Source: an optimization exercise on an open RTL-to-GDS flow (aim: small area). Production flows keep margins and buffers that such runs may drop.
At most, simulation tests tie the RTL to the original design; equivalence was not proved.
Power and IR drop assume default switching activity.

==> 01-02: inputs <==
==> flow/design.v <==
module fifo_one_clk (rst, clk, write_data, write_req, read_req, ovf_data,
                     fifo_empty, fifo_full, head, ovf_write, ovf_read, ovf_alloc);
input         rst, clk;
input  [7:0]  write_data;
input         write_req;    
input         read_req;     
input  [7:0]  ovf_data;     
output        fifo_empty, fifo_full;
output [7:0]  head;         
output        ovf_write;    
output        ovf_read;     
output        ovf_alloc;    
reg [79:0]  mem;
reg [3:0]   cnt;
assign fifo_empty = (cnt == 4'd0);
assign fifo_full  = (cnt == 4'd15);
wire write_to_fifo = write_req & !fifo_full;
wire eq10 = (cnt == 4'd10);
wire gt10 = (cnt > 4'd10);
always @(posedge clk or negedge rst)
	if (!rst)
		cnt <= 4'd0;
	else if (write_to_fifo & !read_req)
		cnt <= cnt + 4'd1;
	else if (read_req & !write_to_fifo)
		cnt <= cnt - 4'd1;
assign ovf_write = write_to_fifo & (gt10 | (eq10 & !read_req));
assign ovf_read  = read_req & gt10;
assign ovf_alloc = write_to_fifo & eq10 & !read_req;
wire       insert = (write_to_fifo & !ovf_write) | ovf_read;
wire [7:0] din    = gt10 ? ovf_data : write_data;
always @(posedge clk)
	if (insert)
		mem <= {mem[71:0], din};
reg [7:0] rd;
integer k;
always @(*) begin
	rd = 8'd0;
	for (k = 0; k < 9; k = k + 1)
		rd = rd | (mem[k*8 +: 8] & {8{cnt == k + 1}});
	rd = rd | (mem[72 +: 8] & {8{cnt >= 4'd10}});
end
assign head = rd;
endmodule
module switch(rst,clk,write_data_0, write_data_1,dest_0,dest_1,write_req_0, write_req_1,
data_ack_0, data_ack_1, read_data_0, read_data_1,read_data_valid_0, read_data_valid_1,source_add_0, source_add_1,
 configuration_address,configuration_data,configuration_data_valid);
input               rst,clk;
input       [7:0]   write_data_0, write_data_1;
input       [2:0]   dest_0, dest_1;
input               write_req_0, write_req_1;
output reg          data_ack_0, data_ack_1;
output reg  [7:0]   read_data_0, read_data_1;
output reg          read_data_valid_0, read_data_valid_1;
output reg          source_add_0, source_add_1;
input       [3:0]   configuration_address;
input       [7:0]   configuration_data;
input               configuration_data_valid;
reg [7:0] map;
reg       strict_rount, prioritized;
reg       last_read_out_0, last_read_out_1;
wire fifo_dest_0 = map[dest_0];
wire fifo_dest_1 = map[dest_1];
wire [3:0] empty, full, rd, wreq, ovf_write, ovf_read, ovf_alloc;
wire [7:0] head0, head1, head2, head3;
wire [7:0] xdata0, xdata1, xdata2, xdata3;
assign wreq[0] = write_req_0 & !fifo_dest_0;
assign wreq[1] = write_req_0 &  fifo_dest_0;
assign wreq[2] = write_req_1 & !fifo_dest_1;
assign wreq[3] = write_req_1 &  fifo_dest_1;
always @(posedge clk or negedge rst)
	if (!rst) begin
		map          <= 8'b1111_0000;
		strict_rount <= 1'b1;
		prioritized  <= 1'b0;
	end else if (configuration_data_valid)
		case (configuration_address)
			0 : map <= configuration_data;
			1: {strict_rount, prioritized} <= configuration_data[1:0];
		endcase
always @(posedge clk or negedge rst)
	if (!rst) begin
		data_ack_0 <= 1'b0;
		data_ack_1 <= 1'b0;
	end else begin
		data_ack_0 <= write_req_0 & !(fifo_dest_0 ? full[1] : full[0]);
		data_ack_1 <= write_req_1 & !(fifo_dest_1 ? full[3] : full[2]);
	end
wire next_0 = strict_rount ? prioritized : !last_read_out_0;
wire next_1 = strict_rount ? prioritized : !last_read_out_1;
assign rd[0] = !empty[0] & (empty[2] | !next_0);
assign rd[2] = !empty[2] & (empty[0] |  next_0);
assign rd[1] = !empty[1] & (empty[3] | !next_1);
assign rd[3] = !empty[3] & (empty[1] |  next_1);
always @(posedge clk or negedge rst)
	if (!rst) begin
		read_data_valid_0 <= 1'b0;
		read_data_valid_1 <= 1'b0;
		last_read_out_0   <= 1'b0;
		last_read_out_1   <= 1'b0;
	end else begin
		read_data_valid_0 <= rd[0] | rd[2];
		read_data_valid_1 <= rd[1] | rd[3];
		if (read_data_valid_0) last_read_out_0 <= source_add_0;
		if (read_data_valid_1) last_read_out_1 <= source_add_1;
	end
always @(posedge clk) begin
	source_add_0 <= rd[2];
	source_add_1 <= rd[3];
	read_data_0  <= (head0 & {8{rd[0]}}) | (head2 & {8{rd[2]}});
	read_data_1  <= (head1 & {8{rd[1]}}) | (head3 & {8{rd[3]}});
end
reg  [39:0] mem_a, mem_b;
reg  [2:0]  cnt_a, cnt_b;
reg  [1:0]  own_a, own_b;
wire        busy_a = (cnt_a != 3'd0);
wire        busy_b = (cnt_b != 3'd0);
wire [3:0] grant_a, grant_b;
assign grant_a[0] = ovf_alloc[0] & !busy_a;
assign grant_a[1] = ovf_alloc[1] & !busy_a & !ovf_alloc[0];
assign grant_a[2] = ovf_alloc[2] & !busy_a & !(|ovf_alloc[1:0]);
assign grant_a[3] = ovf_alloc[3] & !busy_a & !(|ovf_alloc[2:0]);
assign grant_b    = ovf_alloc & ~grant_a;
wire [3:0] is_a = {busy_a & own_a == 2'd3, busy_a & own_a == 2'd2,
                   busy_a & own_a == 2'd1, busy_a & own_a == 2'd0};
wire [3:0] is_b = {busy_b & own_b == 2'd3, busy_b & own_b == 2'd2,
                   busy_b & own_b == 2'd1, busy_b & own_b == 2'd0};
wire [3:0] wr_a_q = ovf_write & (is_a | grant_a);
wire [3:0] wr_b_q = ovf_write & (is_b | grant_b);
wire wr_a = |wr_a_q;
wire wr_b = |wr_b_q;
wire rd_a = |(ovf_read & is_a);
wire rd_b = |(ovf_read & is_b);
wire [7:0] wd_a = (|wr_a_q[3:2]) ? write_data_1 : write_data_0;
wire [7:0] wd_b = (|wr_b_q[3:2]) ? write_data_1 : write_data_0;
always @(posedge clk or negedge rst)
	if (!rst) begin
		cnt_a <= 3'd0;
		cnt_b <= 3'd0;
	end else begin
		if (wr_a & !rd_a) cnt_a <= cnt_a + 3'd1;
		else if (rd_a & !wr_a) cnt_a <= cnt_a - 3'd1;
		if (wr_b & !rd_b) cnt_b <= cnt_b + 3'd1;
		else if (rd_b & !wr_b) cnt_b <= cnt_b - 3'd1;
	end
always @(posedge clk) begin
	if (|grant_a) own_a <= {grant_a[3] | grant_a[2], grant_a[3] | grant_a[1]};
	if (|grant_b) own_b <= {grant_b[3] | grant_b[2], grant_b[3] | grant_b[1]};
	if (wr_a) mem_a <= {mem_a[31:0], wd_a};
	if (wr_b) mem_b <= {mem_b[31:0], wd_b};
end
reg [7:0] head_a, head_b;
integer k;
always @(*) begin
	head_a = 8'd0;
	head_b = 8'd0;
	for (k = 0; k < 5; k = k + 1) begin
		head_a = head_a | (mem_a[k*8 +: 8] & {8{cnt_a == k + 1}});
		head_b = head_b | (mem_b[k*8 +: 8] & {8{cnt_b == k + 1}});
	end
end
assign xdata0 = is_a[0] ? head_a : head_b;
assign xdata1 = is_a[1] ? head_a : head_b;
assign xdata2 = is_a[2] ? head_a : head_b;
assign xdata3 = is_a[3] ? head_a : head_b;
fifo_one_clk FIFO_IN0_OUT0 (.rst(rst), .clk(clk), .write_data(write_data_0),
	.write_req(wreq[0]), .read_req(rd[0]), .ovf_data(xdata0),
	.fifo_empty(empty[0]), .fifo_full(full[0]), .head(head0),
	.ovf_write(ovf_write[0]), .ovf_read(ovf_read[0]), .ovf_alloc(ovf_alloc[0]));
fifo_one_clk FIFO_IN0_OUT1 (.rst(rst), .clk(clk), .write_data(write_data_0),
	.write_req(wreq[1]), .read_req(rd[1]), .ovf_data(xdata1),
	.fifo_empty(empty[1]), .fifo_full(full[1]), .head(head1),
	.ovf_write(ovf_write[1]), .ovf_read(ovf_read[1]), .ovf_alloc(ovf_alloc[1]));
fifo_one_clk FIFO_IN1_OUT0 (.rst(rst), .clk(clk), .write_data(write_data_1),
	.write_req(wreq[2]), .read_req(rd[2]), .ovf_data(xdata2),
	.fifo_empty(empty[2]), .fifo_full(full[2]), .head(head2),
	.ovf_write(ovf_write[2]), .ovf_read(ovf_read[2]), .ovf_alloc(ovf_alloc[2]));
fifo_one_clk FIFO_IN1_OUT1 (.rst(rst), .clk(clk), .write_data(write_data_1),
	.write_req(wreq[3]), .read_req(rd[3]), .ovf_data(xdata3),
	.fifo_empty(empty[3]), .fifo_full(full[3]), .head(head3),
	.ovf_write(ovf_write[3]), .ovf_read(ovf_read[3]), .ovf_alloc(ovf_alloc[3]));
endmodule
==> flow/flow/run.sh <==
#!/bin/bash
# Standard ORFS layout with area-oriented tweaks:
#  - clock tree without dummy loads, from small clock buffers
#  - port buffers of the smallest buffer cell
#  - power (and so area) recovery after global routing
export CTS_ARGS="-sink_clustering_enable -repair_clock_nets -dont_use_dummy_load -sink_clustering_size 24 -sink_clustering_max_diameter 60"
export BUFFER_PORTS_ARGS="-buffer_cell sky130_fd_sc_hd__buf_1"
#export RECOVER_POWER=100
bash standard.sh > standard.log 2>&1
==> flow/standard.sh <==
#!/bin/bash
# synth_recipe.tcl (not shown) runs the flow's synth.tcl, then flattens the netlist and writes it again
# the make line also repeats each setting of config.mk as NAME=value (left out here)
make -C /OpenROAD-flow-scripts/flow DESIGN_CONFIG=/design/flow/config.mk WORK_HOME=/design/flow/orfs CLKGATE_MAP_FILE= SYNTH_SCRIPT=/design/flow/synth_recipe.tcl "${@:-finish}"
==> flow/config.mk <==
export PLATFORM = sky130hd
export DESIGN_NAME = switch
export DESIGN_NICKNAME = switch
export VERILOG_FILES = /design/flow/design.v
export SDC_FILE = /design/flow/constraint.sdc
export NUM_CORES = 4
export LEC_CHECK = 0
export CAP_MARGIN = 20
export CORE_MARGIN = 2
export CORE_UTILIZATION = 40
export SLEW_MARGIN = 20
==> flow/constraint.sdc <==
create_clock -name core_clock -period 5.0 [get_ports {clk}]
set_input_delay 1.0000 -clock core_clock [delete_from_list [all_inputs] [get_ports {clk}]]
set_output_delay 1.0000 -clock core_clock [all_outputs]
set_load 0.01 [all_outputs]
==> inputs of 07-24, as changes to 01-02 <==
==> flow/design.v, changed modules only <==
module fifo_one_clk (rst, clk, write_data, write_req, read_req,
                     fifo_empty, fifo_full, more10, head, top, ovf_write, ovf_read, ovf_alloc);
input         rst, clk;
input  [7:0]  write_data;
input         write_req;    
input         read_req;     
output        fifo_empty, fifo_full;
output        more10;       
output [7:0]  head;         
output [7:0]  top;          
output        ovf_write;    
output        ovf_read;     
output        ovf_alloc;    
reg [79:0]  mem;
reg [3:0]   cnt;
assign fifo_empty = (cnt == 4'd0);
assign fifo_full  = (cnt == 4'd15);
wire write_to_fifo = write_req & !fifo_full;
wire eq10 = (cnt == 4'd10);
assign more10 = (cnt > 4'd10);
wire [3:0] tg;
assign tg[0] = write_to_fifo ^ read_req;
assign tg[1] = tg[0] & (cnt[0] ~^ write_to_fifo);
assign tg[2] = tg[1] & (cnt[1] ~^ write_to_fifo);
assign tg[3] = tg[2] & (cnt[2] ~^ write_to_fifo);
always @(posedge clk or negedge rst)
	if (!rst)
		cnt <= 4'd0;
	else
		cnt <= cnt ^ tg;
assign ovf_write = write_to_fifo & (more10 | (eq10 & !read_req));
assign ovf_read  = read_req & more10;
assign ovf_alloc = write_to_fifo & eq10 & !read_req;
always @(posedge clk)
	if (write_to_fifo)
		mem <= {mem[71:0], write_data};
assign top = mem[72 +: 8];
reg [7:0] rd;
integer k;
always @(*) begin
	rd = 8'd0;
	for (k = 0; k < 10; k = k + 1)
		rd = rd | (mem[k*8 +: 8] & {8{cnt == k + 1}});
end
assign head = rd;
endmodule
module switch(rst,clk,write_data_0, write_data_1,dest_0,dest_1,write_req_0, write_req_1,
data_ack_0, data_ack_1, read_data_0, read_data_1,read_data_valid_0, read_data_valid_1,source_add_0, source_add_1,
 configuration_address,configuration_data,configuration_data_valid);
input               rst,clk;
input       [7:0]   write_data_0, write_data_1;
input       [2:0]   dest_0, dest_1;
input               write_req_0, write_req_1;
output reg          data_ack_0, data_ack_1;
output reg  [7:0]   read_data_0, read_data_1;
output reg          read_data_valid_0, read_data_valid_1;
output reg          source_add_0, source_add_1;
input       [3:0]   configuration_address;
input       [7:0]   configuration_data;
input               configuration_data_valid;
reg [7:0] map;
reg       strict_rount, prioritized;
reg       last_read_out_0, last_read_out_1;
wire fifo_dest_0 = map[dest_0];
wire fifo_dest_1 = map[dest_1];
wire [3:0] empty, full, more10, rd, wreq, ovf_write, ovf_read, ovf_alloc;
wire [7:0] head0, head1, head2, head3;
wire [7:0] top0, top1, top2, top3;
assign wreq[0] = write_req_0 & !fifo_dest_0;
assign wreq[1] = write_req_0 &  fifo_dest_0;
assign wreq[2] = write_req_1 & !fifo_dest_1;
assign wreq[3] = write_req_1 &  fifo_dest_1;
always @(posedge clk or negedge rst)
	if (!rst) begin
		map          <= 8'b1111_0000;
		strict_rount <= 1'b1;
		prioritized  <= 1'b0;
	end else if (configuration_data_valid)
		case (configuration_address)
			0 : map <= configuration_data;
			1: {strict_rount, prioritized} <= configuration_data[1:0];
		endcase
always @(posedge clk or negedge rst)
	if (!rst) begin
		data_ack_0 <= 1'b0;
		data_ack_1 <= 1'b0;
	end else begin
		data_ack_0 <= write_req_0 & !(fifo_dest_0 ? full[1] : full[0]);
		data_ack_1 <= write_req_1 & !(fifo_dest_1 ? full[3] : full[2]);
	end
wire next_0 = strict_rount ? prioritized : !last_read_out_0;
wire next_1 = strict_rount ? prioritized : !last_read_out_1;
assign rd[0] = !empty[0] & (empty[2] | !next_0);
assign rd[2] = !empty[2] & (empty[0] |  next_0);
assign rd[1] = !empty[1] & (empty[3] | !next_1);
assign rd[3] = !empty[3] & (empty[1] |  next_1);
always @(posedge clk or negedge rst)
	if (!rst) begin
		read_data_valid_0 <= 1'b0;
		read_data_valid_1 <= 1'b0;
		last_read_out_0   <= 1'b0;
		last_read_out_1   <= 1'b0;
	end else begin
		read_data_valid_0 <= rd[0] | rd[2];
		read_data_valid_1 <= rd[1] | rd[3];
		if (read_data_valid_0) last_read_out_0 <= source_add_0;
		if (read_data_valid_1) last_read_out_1 <= source_add_1;
	end
reg  [39:0] mem_a, mem_b;
reg  [2:0]  cnt_a, cnt_b;
reg  [1:0]  own_a, own_b;
wire        busy_a = (cnt_a != 3'd0);
wire        busy_b = (cnt_b != 3'd0);
wire [3:0] grant_a, grant_b;
assign grant_a[0] = ovf_alloc[0] & !busy_a;
assign grant_a[1] = ovf_alloc[1] & !busy_a & !ovf_alloc[0];
assign grant_a[2] = ovf_alloc[2] & !busy_a & !(|ovf_alloc[1:0]);
assign grant_a[3] = ovf_alloc[3] & !busy_a & !(|ovf_alloc[2:0]);
assign grant_b    = ovf_alloc & ~grant_a;
wire [3:0] is_a = {busy_a & own_a == 2'd3, busy_a & own_a == 2'd2,
                   busy_a & own_a == 2'd1, busy_a & own_a == 2'd0};
wire [3:0] is_b = {busy_b & own_b == 2'd3, busy_b & own_b == 2'd2,
                   busy_b & own_b == 2'd1, busy_b & own_b == 2'd0};
wire [3:0] wr_a_q = ovf_write & (is_a | grant_a);
wire [3:0] wr_b_q = ovf_write & (is_b | grant_b);
wire wr_a = |wr_a_q;
wire wr_b = |wr_b_q;
wire rd_a = |(ovf_read & is_a);
wire rd_b = |(ovf_read & is_b);
reg [7:0] wd_a, wd_b;
always @(*) begin
	case (busy_a ? own_a : {grant_a[3] | grant_a[2], grant_a[3] | grant_a[1]})
		2'd0: wd_a = top0;
		2'd1: wd_a = top1;
		2'd2: wd_a = top2;
		default: wd_a = top3;
	endcase
	case (busy_b ? own_b : {grant_b[3] | grant_b[2], grant_b[3] | grant_b[1]})
		2'd0: wd_b = top0;
		2'd1: wd_b = top1;
		2'd2: wd_b = top2;
		default: wd_b = top3;
	endcase
end
wire [2:0] tg_a, tg_b;
assign tg_a[0] = wr_a ^ rd_a;
assign tg_a[1] = tg_a[0] & (cnt_a[0] ~^ wr_a);
assign tg_a[2] = tg_a[1] & (cnt_a[1] ~^ wr_a);
assign tg_b[0] = wr_b ^ rd_b;
assign tg_b[1] = tg_b[0] & (cnt_b[0] ~^ wr_b);
assign tg_b[2] = tg_b[1] & (cnt_b[1] ~^ wr_b);
always @(posedge clk or negedge rst)
	if (!rst) begin
		cnt_a <= 3'd0;
		cnt_b <= 3'd0;
	end else begin
		cnt_a <= cnt_a ^ tg_a;
		cnt_b <= cnt_b ^ tg_b;
	end
always @(posedge clk) begin
	if (|grant_a) own_a <= {grant_a[3] | grant_a[2], grant_a[3] | grant_a[1]};
	if (|grant_b) own_b <= {grant_b[3] | grant_b[2], grant_b[3] | grant_b[1]};
	if (wr_a) mem_a <= {mem_a[31:0], wd_a};
	if (wr_b) mem_b <= {mem_b[31:0], wd_b};
end
reg [7:0] head_a, head_b;
integer k;
always @(*) begin
	head_a = 8'd0;
	head_b = 8'd0;
	for (k = 0; k < 5; k = k + 1) begin
		head_a = head_a | (mem_a[k*8 +: 8] & {8{cnt_a == k + 1}});
		head_b = head_b | (mem_b[k*8 +: 8] & {8{cnt_b == k + 1}});
	end
end
wire [3:0] rd_p  = rd & ~more10;
wire       rd_a0 = rd_a & !own_a[0];
wire       rd_a1 = rd_a &  own_a[0];
wire       rd_b0 = rd_b & !own_b[0];
wire       rd_b1 = rd_b &  own_b[0];
always @(posedge clk) begin
	source_add_0 <= rd[2];
	source_add_1 <= rd[3];
	read_data_0  <= (head0 & {8{rd_p[0]}}) | (head2 & {8{rd_p[2]}}) |
	                (head_a & {8{rd_a0}}) | (head_b & {8{rd_b0}});
	read_data_1  <= (head1 & {8{rd_p[1]}}) | (head3 & {8{rd_p[3]}}) |
	                (head_a & {8{rd_a1}}) | (head_b & {8{rd_b1}});
end
fifo_one_clk FIFO_IN0_OUT0 (.rst(rst), .clk(clk), .write_data(write_data_0),
	.write_req(wreq[0]), .read_req(rd[0]),
	.fifo_empty(empty[0]), .fifo_full(full[0]), .more10(more10[0]), .head(head0), .top(top0),
	.ovf_write(ovf_write[0]), .ovf_read(ovf_read[0]), .ovf_alloc(ovf_alloc[0]));
fifo_one_clk FIFO_IN0_OUT1 (.rst(rst), .clk(clk), .write_data(write_data_0),
	.write_req(wreq[1]), .read_req(rd[1]),
	.fifo_empty(empty[1]), .fifo_full(full[1]), .more10(more10[1]), .head(head1), .top(top1),
	.ovf_write(ovf_write[1]), .ovf_read(ovf_read[1]), .ovf_alloc(ovf_alloc[1]));
fifo_one_clk FIFO_IN1_OUT0 (.rst(rst), .clk(clk), .write_data(write_data_1),
	.write_req(wreq[2]), .read_req(rd[2]),
	.fifo_empty(empty[2]), .fifo_full(full[2]), .more10(more10[2]), .head(head2), .top(top2),
	.ovf_write(ovf_write[2]), .ovf_read(ovf_read[2]), .ovf_alloc(ovf_alloc[2]));
fifo_one_clk FIFO_IN1_OUT1 (.rst(rst), .clk(clk), .write_data(write_data_1),
	.write_req(wreq[3]), .read_req(rd[3]),
	.fifo_empty(empty[3]), .fifo_full(full[3]), .more10(more10[3]), .head(head3), .top(top3),
	.ovf_write(ovf_write[3]), .ovf_read(ovf_read[3]), .ovf_alloc(ovf_alloc[3]));
endmodule
==> flow/flow/run.sh (replaced) <==
#!/bin/bash
# ORFS layout as the standard.sh does it, with these changes:
#  - synthesis maps the logic with an area-oriented ABC script
#  - clock tree without dummy loads, from larger sink clusters
#  - port buffers of the smallest buffer cell
# Each tool's output is in standard.log and in the ORFS logs under orfs/logs.
set -e
export AREA_ABC_SCRIPT=$PWD/flow/area.abc
export FLOW_SYNTH_TCL=$PWD/synth_recipe.tcl
export CTS_ARGS="-sink_clustering_enable -repair_clock_nets -dont_use_dummy_load -buf_list sky130_fd_sc_hd__clkbuf_8 -sink_clustering_size 16 -sink_clustering_max_diameter 50"
export BUFFER_PORTS_ARGS="-buffer_cell sky130_fd_sc_hd__buf_1"
sed "s#SYNTH_SCRIPT=[^ ]*#SYNTH_SCRIPT=$PWD/flow/synth_abc.tcl#" standard.sh > standard_area.sh
bash standard_area.sh > standard.log 2>&1
==> flow/flow/area.abc (new file) <==
&get -n
&st
&dch
&nf -R 1000 -p
&put
topo
==> flow/flow/synth_abc.tcl (new file) <==
# The standard synthesis script, with Yosys's abc pass given an
# area-oriented ABC script (flow/area.abc) in place of ORFS's speed script.
# Only the combinational mapping changes; the registers are the same.
proc abc {args} {
  set i [lsearch $args -script]
  if {$i >= 0} { lset args [expr {$i+1}] $::env(AREA_ABC_SCRIPT) }
  puts "abc: $args"
  yosys abc {*}$args
}
source $::env(FLOW_SYNTH_TCL)
CAP_MARGIN = 0   (was 20)
CORE_UTILIZATION = 65   (was 40)
PLACE_DENSITY = 0.75   (was default)
SLEW_MARGIN = 0   (was 20)
==> inputs of 07-25, as changes to 01-02 <==
==> flow/flow/run.sh (replaced) <==
#!/bin/bash
# Standard ORFS layout with area-oriented tweaks:
#  - clock tree without dummy loads, from small clock buffers
#  - port buffers of the smallest buffer cell
#  - power (and so area) recovery after global routing
export CTS_ARGS="-sink_clustering_enable -repair_clock_nets -dont_use_dummy_load -sink_clustering_size 30 -sink_clustering_max_diameter 80"
export BUFFER_PORTS_ARGS="-buffer_cell sky130_fd_sc_hd__buf_1"
#export RECOVER_POWER=100
bash standard.sh > standard.log 2>&1
==> results.txt <==
Clock group power: 01-02 2570 uW; 07-25 2140 uW; 07-24 1810 uW
Final instance count without filler cells: 01-02 1991; 07-25 1981; 07-24 1582
Top fanout value on the critical path: 01-02 40; 07-25 40; 07-24 84
Pwr Density: 01-02 753 mW/mm2; 07-25 741 mW/mm2; 07-24 580 mW/mm2
Pin count of the biggest net entering global routing: 01-02 81; 07-25 81; 07-24 85
Met2 GRT Util: 01-02 25.1%; 07-25 25.4%; 07-24 43.4%
Multi-input combinational area share: 01-02 26.3%; 07-25 26.6%; 07-24 21.6%
Overall die area: 01-02 0.0504 mm2; 07-25 0.0504 mm2; 07-24 0.0283 mm2
Proportion of layout cells with a drive suffix above 1: 01-02 11.7%; 07-25 11.1%; 07-24 8.30%
Adder-cell share of the synthesized area: 01-02 2.50%; 07-25 2.50%; 07-24 0%
Status: 01-02 timing/DRC/antenna clean; 07-25 timing/DRC/antenna clean; 07-24 timing/DRC/antenna clean
Internal Dissipation: 01-02 10100 uW; 07-25 9750 uW; 07-24 7100 uW
Share of the yosys chip area belonging to registers: 01-02 69.1%; 07-25 69.1%; 07-24 76.7%
Final-layout clock-cell area share: 01-02 4.35%; 07-25 3.21%; 07-24 2.81%
Signal buffers share of area: 01-02 2.11%; 07-25 2.13%; 07-24 2.75%
Number of global-route vias before repair: 01-02 11.1k; 07-25 11.0k; 07-24 10.3k
Global-route wire length before repair: 01-02 67.5 mm; 07-25 67.4 mm; 07-24 62.8 mm
Net Sw Frac: 01-02 37.0%; 07-25 37.5%; 07-24 35.9%
Non-clk bufs: 01-02 83; 07-25 83; 07-24 98
Clock-pin slew on the worst setup and hold paths: 01-02 0.09 ns; 07-25 0.09 ns; 07-24 0.10 ns
Global routing usage summed across all routing layers: 01-02 17.3%; 07-25 17.1%; 07-24 29.8%
R2r worst-path depth: 01-02 9; 07-25 9; 07-24 10
Function not checked in 01-02 and 07-25: the RTL went through the layout flow alone.

-- what the ideal ports hide --
The results above use ideal ports. As a check the final layouts listed here were re-extracted and re-timed, cells and wires unchanged. Step 1, drivers: a clkbuf_16 drives clk and a buf_2 each remaining input, both assumed. Step 2 adds t to the input delays and takes it off the output delays; t is the mean of the earliest and latest rising clock arrival at the registers after step 1. Input paths then give back, and output paths get back, about the clock's delay inside the block. Slacks: ideal ports / drivers / drivers and shift; pairs: ideal ports / drivers.
run | t, ns | setup WS [ns] | latest minus earliest clock arrival (ns)
01-02 | 0.593 | 1.089 / 1.089 / 0.738 | 0.074 / 0.074
07-24 | 0.595 | 1.009 / 1.031 / 0.436 | 0.046 / 0.046
07-25 | 0.629 | 1.143 / 1.143 / 0.788 | 0.078 / 0.079
After both steps every run listed still meets setup and hold. For 07-24, which loses most, drivers alone change the setup slack by +0.022 ns; drivers and shift together by -0.573 ns.
